Context: an optimization exercise on an open-source flow, tuned for small area. The choices shown serve that exercise and are no tape-out recipe.
Where RTL was checked, it was by simulation tests only, not by an equivalence proof against the original.
No activity file was given, so power comes from the tool's default toggle rates.

== job 8509 ==
==> flow/design.v (excerpt) <==
module all_mod(
input clk, rst, wr, rd,
input rx,
input [2:0] addr,
input [7:0] din,
output tx,
output [7:0] dout
    );
For scale: roughly 970 cells after synthesis, roughly 390 flip-flops, ~25 I/O pins.
export LEC_CHECK = 0
export CAP_MARGIN = 20
export CORE_MARGIN = 2
export CORE_UTILIZATION = 84
export CTS_BUF_LIST = sky130_fd_sc_hd__clkbuf_8
export CTS_CLUSTER_DIAMETER = 80
export CTS_CLUSTER_SIZE = 16
export SLEW_MARGIN = 20
create_clock -name core_clock -period 10.0 [get_ports {clk}]
standard.sh (not shown) runs the stock make flow with config.mk's settings and CLKGATE_MAP_FILE= SYNTH_SCRIPT=/design/flow/synth_recipe.tcl, a recipe that flattens the netlist after the stock synthesis.
==> flow/flow/run.sh <==
#!/bin/bash
# The standard layout, with the smallest buffer as the port buffer that
# global placement puts on every input and output, and small buffers in the
# upper levels of the clock tree.
set -euo pipefail
export BUFFER_PORTS_ARGS="-buffer_cell sky130_fd_sc_hd__buf_1"
export CTS_ARGS="-sink_clustering_enable -repair_clock_nets -sink_clustering_size 16 -sink_clustering_max_diameter 80 -buf_list sky130_fd_sc_hd__clkbuf_8 -sink_clustering_buffer sky130_fd_sc_hd__clkbuf_8 -root_buf sky130_fd_sc_hd__clkbuf_4 -tree_buf sky130_fd_sc_hd__clkbuf_4"
bash standard.sh > standard.log 2>&1
Job 8509: DPL-0033 in 3_5_place_dp -> run aborted
[inputs] job 646 vs job 8509
- CTS_CLUSTER_DIAMETER now 70, was 80
- CORE_UTILIZATION now 80, was 84
- CTS_CLUSTER_SIZE now 18, was 16
--- a/flow/flow/run.sh
+++ b/flow/flow/run.sh
@@ -7 +7 @@
-export CTS_ARGS="-sink_clustering_enable -repair_clock_nets -sink_clustering_size 16 -sink_clustering_max_diameter 80 -buf_list sky130_fd_sc_hd__clkbuf_8 -sink_clustering_buffer sky130_fd_sc_hd__clkbuf_8 -root_buf sky130_fd_sc_hd__clkbuf_4 -tree_buf sky130_fd_sc_hd__clkbuf_4"
+export CTS_ARGS="-sink_clustering_enable -repair_clock_nets -sink_clustering_size 18 -sink_clustering_max_diameter 70 -buf_list sky130_fd_sc_hd__clkbuf_8 -sink_clustering_buffer sky130_fd_sc_hd__clkbuf_8 -root_buf sky130_fd_sc_hd__clkbuf_4 -tree_buf sky130_fd_sc_hd__clkbuf_4"
Results
Job 646 was carried through to the last stage, and its layout satisfied the timing, DRC and antenna checks.
Job 8509 did not finish: a tool error stopped it during 3_5_place_dp.
In job 646 relative to job 8509, die outline width had gone up by a few percent.
Comparing job 8509 and job 646, final weighted congestion of routability-driven global placement is higher on job 8509.
Job 646 does better than job 8509 on half-perimeter wire length of the detailed placement result.
Between job 646 and job 8509, the netlist area before placement figures differ only marginally.
Job 646 against job 8509: die boundary height moved up; synthesized cell count stayed essentially flat; floorplan row count went up by about 2%.
#### Input delta (job 2755 over job 646)
- CTS_CLUSTER_DIAMETER changed from 70 to 80
- CTS_CLUSTER_SIZE changed from 18 to 16
--- a/flow/flow/run.sh
+++ b/flow/flow/run.sh
@@ -7 +7 @@
-export CTS_ARGS="-sink_clustering_enable -repair_clock_nets -sink_clustering_size 18 -sink_clustering_max_diameter 70 -buf_list sky130_fd_sc_hd__clkbuf_8 -sink_clustering_buffer sky130_fd_sc_hd__clkbuf_8 -root_buf sky130_fd_sc_hd__clkbuf_4 -tree_buf sky130_fd_sc_hd__clkbuf_4"
+export CTS_ARGS="-sink_clustering_enable -repair_clock_nets -sink_clustering_size 16 -sink_clustering_max_diameter 80 -buf_list sky130_fd_sc_hd__clkbuf_8 -sink_clustering_buffer sky130_fd_sc_hd__clkbuf_8 -root_buf sky130_fd_sc_hd__clkbuf_4 -tree_buf sky130_fd_sc_hd__clkbuf_4"
==> results.txt <==
Compared job 2755 against job 646; wire length on met2 within noise.
Net switching power figure of job 2755 exceeds that of job 646 slightly.
Per the comparison of job 2755 with job 646, via count fell 40; multi-input logic portion of the cell area neither gained nor lost much; post-route fraction of the period consumed by the critical path went up.
In the metrics for job 2755 and job 646, the one carrying the higher routed metal-1 wire length is job 2755.
Delta (job 2755 minus job 646): final area higher; die area roughly the same; combinational logic power roughly the same.
Comparing job 2755 against job 646, there is no change at all in count of hold buffers inserted by post-cts repair.

---

Another version of the RTL of all_mod (not shown whole).
Size: about 1200 cells after synthesis, ~390 flip-flops.
Settings: LEC_CHECK=0, ABC_AREA=1, CAP_MARGIN=20, CORE_MARGIN=2, CORE_UTILIZATION=65, CTS_BUF_LIST=sky130_fd_sc_hd__clkbuf_8, CTS_CLUSTER_DIAMETER=100, CTS_CLUSTER_SIZE=20, SLEW_MARGIN=20; clock period 10.0 ns.
run.sh (not shown) runs the stock make flow with config.mk's settings and CLKGATE_MAP_FILE= SYNTH_SCRIPT=/design/flow/synth_recipe.tcl, a recipe that flattens the netlist after the stock synthesis.
Stock flow here: none of the scripts above is used.
Then changed:
ABC_AREA = not set   (was 1)
CTS_BUF_LIST = sky130_fd_sc_hd__clkbuf_16   (was sky130_fd_sc_hd__clkbuf_8)
CTS_CLUSTER_SIZE = 25   (was 20)
- non-clock buffer count is higher by 4
- power is lower by a little under a tenth
- setup slack is worse by 0.62 ns
Then changed:
CTS_BUF_LIST = sky130_fd_sc_hd__clkbuf_8   (was sky130_fd_sc_hd__clkbuf_16)
CTS_CLUSTER_DIAMETER = 80   (was 100)
CTS_CLUSTER_SIZE = 16   (was 25)
Result: The changed run completed with no timing, DRC or antenna violations. Setup slack improved by 0.012 ns. Synthesized area is unchanged. Die area is unchanged. Fmax is about the same. Non-clock buffer count does not change. Hold slack is about the same.
No run of this note included a check of the RTL's function; only the layout flow was run.

---

Setup of lane 1:
all_mod, a different RTL version from the one above (not shown whole).
Size in the first run: roughly 1000 cells after synthesis, about 390 flip-flops, ~25 I/O pins, ~15000 um^2 of cells after synthesis.
export LEC_CHECK = 0
export CAP_MARGIN = 20
export CORE_MARGIN = 2
export CORE_UTILIZATION = 80
export CTS_BUF_LIST = sky130_fd_sc_hd__clkbuf_8
export CTS_CLUSTER_DIAMETER = 80
export CTS_CLUSTER_SIZE = 16
export SLEW_MARGIN = 20
create_clock -name core_clock -period 10.0 [get_ports {clk}]
standard.sh (not shown) runs the stock make flow with config.mk's settings and CLKGATE_MAP_FILE= SYNTH_SCRIPT=/design/flow/synth_recipe.tcl, a recipe that flattens the netlist after the stock synthesis.
==> flow/flow/run.sh <==
#!/bin/bash
# The standard layout, with the smallest buffer as the port buffer that
# global placement puts on every input and output.
set -euo pipefail
export BUFFER_PORTS_ARGS="-buffer_cell sky130_fd_sc_hd__buf_1"
bash standard.sh > standard.log 2>&1
Lane 1: all stages complete, timing, DRC and antenna checks passed
Modified inputs, lane 2 compared to lane 1
==> flow/run.sh (new file) <==
#!/bin/bash
# synth_recipe.tcl (not shown) runs the flow's synth.tcl, then flattens the netlist and writes it again
# the make line also repeats each setting of config.mk as NAME=value (left out here)
make -C /OpenROAD-flow-scripts/flow DESIGN_CONFIG=/design/flow/config.mk WORK_HOME=/design/flow/orfs CLKGATE_MAP_FILE= SYNTH_SCRIPT=/design/flow/synth_recipe.tcl finish
-- flow/config.mk --
<<< lane 1, line 10
export CORE_UTILIZATION = 80
export CTS_BUF_LIST = sky130_fd_sc_hd__clkbuf_8
export CTS_CLUSTER_DIAMETER = 80
export CTS_CLUSTER_SIZE = 16
export SLEW_MARGIN = 20
>>> lane 2, line 10
export CORE_UTILIZATION = 80
export CTS_BUF_LIST = sky130_fd_sc_hd__clkbuf_8 sky130_fd_sc_hd__clkbuf_16
export CTS_CLUSTER_DIAMETER = 70
export CTS_CLUSTER_SIZE = 20
export SLEW_MARGIN = 20
removed: flow/flow/run.sh
removed: flow/standard.sh
Findings:
- Of lane 2 and lane 1, the lower number of logic stages on the critical path including buffering belongs to lane 2.
- In the tables for lane 2 and lane 1, required time of the critical path reads lower with lane 2.
- Lane 1 → lane 2: fraction of layout instances using a drive strength above 1 shrank by 0.30 points, minimum hold slack went up 0.0098 ns, post-layout worst setup margin moved down.
- Lane 2 vs lane 1: layout overhead on the synthesized area up in lane 2
- Slew at the pin with the worst max-slew slack ended up 0.012 ns higher on lane 2 than on lane 1.
- Run comparison: lane 1 top layer used by detailed routing met5; lane 2 top layer used by detailed routing met4
- Changes observed in lane 2 relative to lane 1: routed length per placed instance went up; later-pin clock latency in the skew report shrank by 0.07 ns; utilization now larger; proportion of power drawn by the clock network now sits higher.
> inputs changed (lane 2 -> lane 3)
==> flow/flow/run.sh (new file) <==
#!/bin/bash
# The standard layout, with the smallest buffer as the port buffer that
# global placement puts on every input and output, and small buffers in the
# upper levels of the clock tree.
set -euo pipefail
export BUFFER_PORTS_ARGS="-buffer_cell sky130_fd_sc_hd__buf_1"
export CTS_ARGS="-sink_clustering_enable -repair_clock_nets -sink_clustering_size 16 -sink_clustering_max_diameter 80 -buf_list sky130_fd_sc_hd__clkbuf_8 -sink_clustering_buffer sky130_fd_sc_hd__clkbuf_8 -root_buf sky130_fd_sc_hd__clkbuf_4 -tree_buf sky130_fd_sc_hd__clkbuf_4"
export RECOVER_POWER=100
bash standard.sh > standard.log 2>&1
==> flow/standard.sh (new file) <==
#!/bin/bash
# synth_recipe.tcl (not shown) runs the flow's synth.tcl, then flattens the netlist and writes it again
# the make line also repeats each setting of config.mk as NAME=value (left out here)
make -C /OpenROAD-flow-scripts/flow DESIGN_CONFIG=/design/flow/config.mk WORK_HOME=/design/flow/orfs CLKGATE_MAP_FILE= SYNTH_SCRIPT=/design/flow/synth_recipe.tcl "${@:-finish}"
-- flow/config.mk --
<<< lane 2, line 10
export CORE_UTILIZATION = 80
export CTS_BUF_LIST = sky130_fd_sc_hd__clkbuf_8 sky130_fd_sc_hd__clkbuf_16
export CTS_CLUSTER_DIAMETER = 70
export CTS_CLUSTER_SIZE = 20
export SLEW_MARGIN = 20
>>> lane 3, line 10
export CORE_UTILIZATION = 80
export CTS_BUF_LIST = sky130_fd_sc_hd__clkbuf_8
export CTS_CLUSTER_DIAMETER = 80
export CTS_CLUSTER_SIZE = 16
export SLEW_MARGIN = 20
removed: flow/run.sh
==> results.txt <==
Lane 3 had finished all stages when the layout checks came back failing, citing max-capacitance violations, max-slew violations. Lane 2 ended up with tx_fifo_inst.fc[3]$_DFF_P_ as its capture point of the critical path; lane 3 ended up with uart_regs_inst.baud_cnt[15]$_DFF_PP0_. Run comparison: lane 2 standard cell with the maximum stage delay on the critical path clkdlybuf4s50_1; lane 3 standard cell with the maximum stage delay on the critical path clkbuf_1. Diff lane 2 -> lane 3: detailed-routing wirelength on met1 lost about 4%; mean instance size in the synthesized netlist essentially unchanged; stage delay of the slowest cell on the critical path saw an increase; met2 routing resource usage after global routing fell 5.4 points. Any difference in sequential logic power between lane 3 and lane 2 is small enough to ignore. Final hold slack on lane 3 is behind lane 2. Looking at area growth from synthesis to final layout across lane 2 and lane 3, the one that comes out lower is lane 3. Of lane 2 and lane 3, the higher flip-flop and latch share of the layout cell area belongs to lane 3. The number of diodes added for antenna fixing number comes out lower for lane 2 vs lane 3. Compared with lane 2, lane 3 shows a post-route cell area that is 2.5% lower. Compared with lane 2, lane 3 shows a worst setup slack that is 0.24 ns lower.
What lane 4 does differently from lane 3 at the input level:
==> flow/flow/run.sh <==
#!/bin/bash
# The standard layout, with the smallest buffer as the port buffer that
# global placement puts on every input and output, and small buffers in the
# upper levels of the clock tree.
set -euo pipefail
export BUFFER_PORTS_ARGS="-buffer_cell sky130_fd_sc_hd__buf_1"
export CTS_ARGS="-sink_clustering_enable -repair_clock_nets -sink_clustering_size 16 -sink_clustering_max_diameter 80 -buf_list sky130_fd_sc_hd__clkbuf_8 -sink_clustering_buffer sky130_fd_sc_hd__clkbuf_8 -root_buf sky130_fd_sc_hd__clkbuf_4 -tree_buf sky130_fd_sc_hd__clkbuf_4"
bash standard.sh > standard.log 2>&1
--- outcome ---
- Relative to lane 3, the area of combinational cells with multiple inputs measured on lane 4 has increased slightly.
- Lane 4 against lane 3: routed wire length did not really move; setup slack increased 0.83 ns; TritonCTS buffer count shows no meaningful change.
- As far as die area goes, lane 3 and lane 4 are indistinguishable; the numbers are identical.
- Lane 4 finished all stages; the layout is clean.
- Of the two candidates, lane 3 has the better final instance area and lane 4 the worse one.
- Looking at share of cells above drive strength 1, lane 4 sits 1.4 points higher than lane 3 does.

-- port drivers added, routing unchanged --
No port has a modelled driver above. Below, the same layouts with a new extraction and two added sets of constraints. Step 1, drivers: a clkbuf_16 drives clk and a buf_2 each remaining input, both assumed. Step 2 adds t to the input delays and takes it off the output delays; t is the mean of the earliest and latest rising clock arrival at the registers after step 1. Input paths then give back, and output paths get back, about the clock's delay inside the block. Three values: no drivers, after step 1, after step 2; two values: the first two.
run | shift t [ns] | setup slack, ns | latest minus earliest clock arrival (ns) | worst register clock-pin slew, ns | worst slew at a driven data input, ns
job 646 | 0.760 | 5.792 / 5.815 / 5.055 | 0.043 / 0.043 | 0.12 / 0.12 | 0.07
job 2755 | 0.758 | 5.774 / 5.795 / 5.037 | 0.022 / 0.022 | 0.10 / 0.10 | 0.07
the first run of note 2 | 0.599 | 5.584 / 5.603 / 5.003 | 0.021 / 0.021 | 0.12 / 0.12 | 0.03
the second run of note 2 | 0.560 | 4.966 / 4.984 / 4.424 | 0.021 / 0.021 | 0.10 / 0.10 | 0.03
the third run of note 2 | 0.610 | 4.979 / 4.994 / 4.384 | 0.024 / 0.024 | 0.11 / 0.11 | 0.03
lane 1 | 0.613 | 5.417 / 5.417 / 4.803 | 0.035 / 0.035 | 0.11 / 0.11 | 0.06
lane 2 | 0.564 | 4.959 / 4.975 / 4.411 | 0.019 / 0.018 | 0.09 / 0.09 | 0.04
lane 3 | 0.764 | 4.722 / 4.739 / 3.974 | 0.036 / 0.035 | 0.11 / 0.11 | 0.06
lane 4 | 0.765 | 5.552 / 5.549 / 4.784 | 0.044 / 0.044 | 0.11 / 0.11 | 0.06
For lane 4, which loses most, drivers alone change the setup slack by -0.003 ns; drivers and shift together by -0.768 ns. Setup slack includes reset recovery checks.
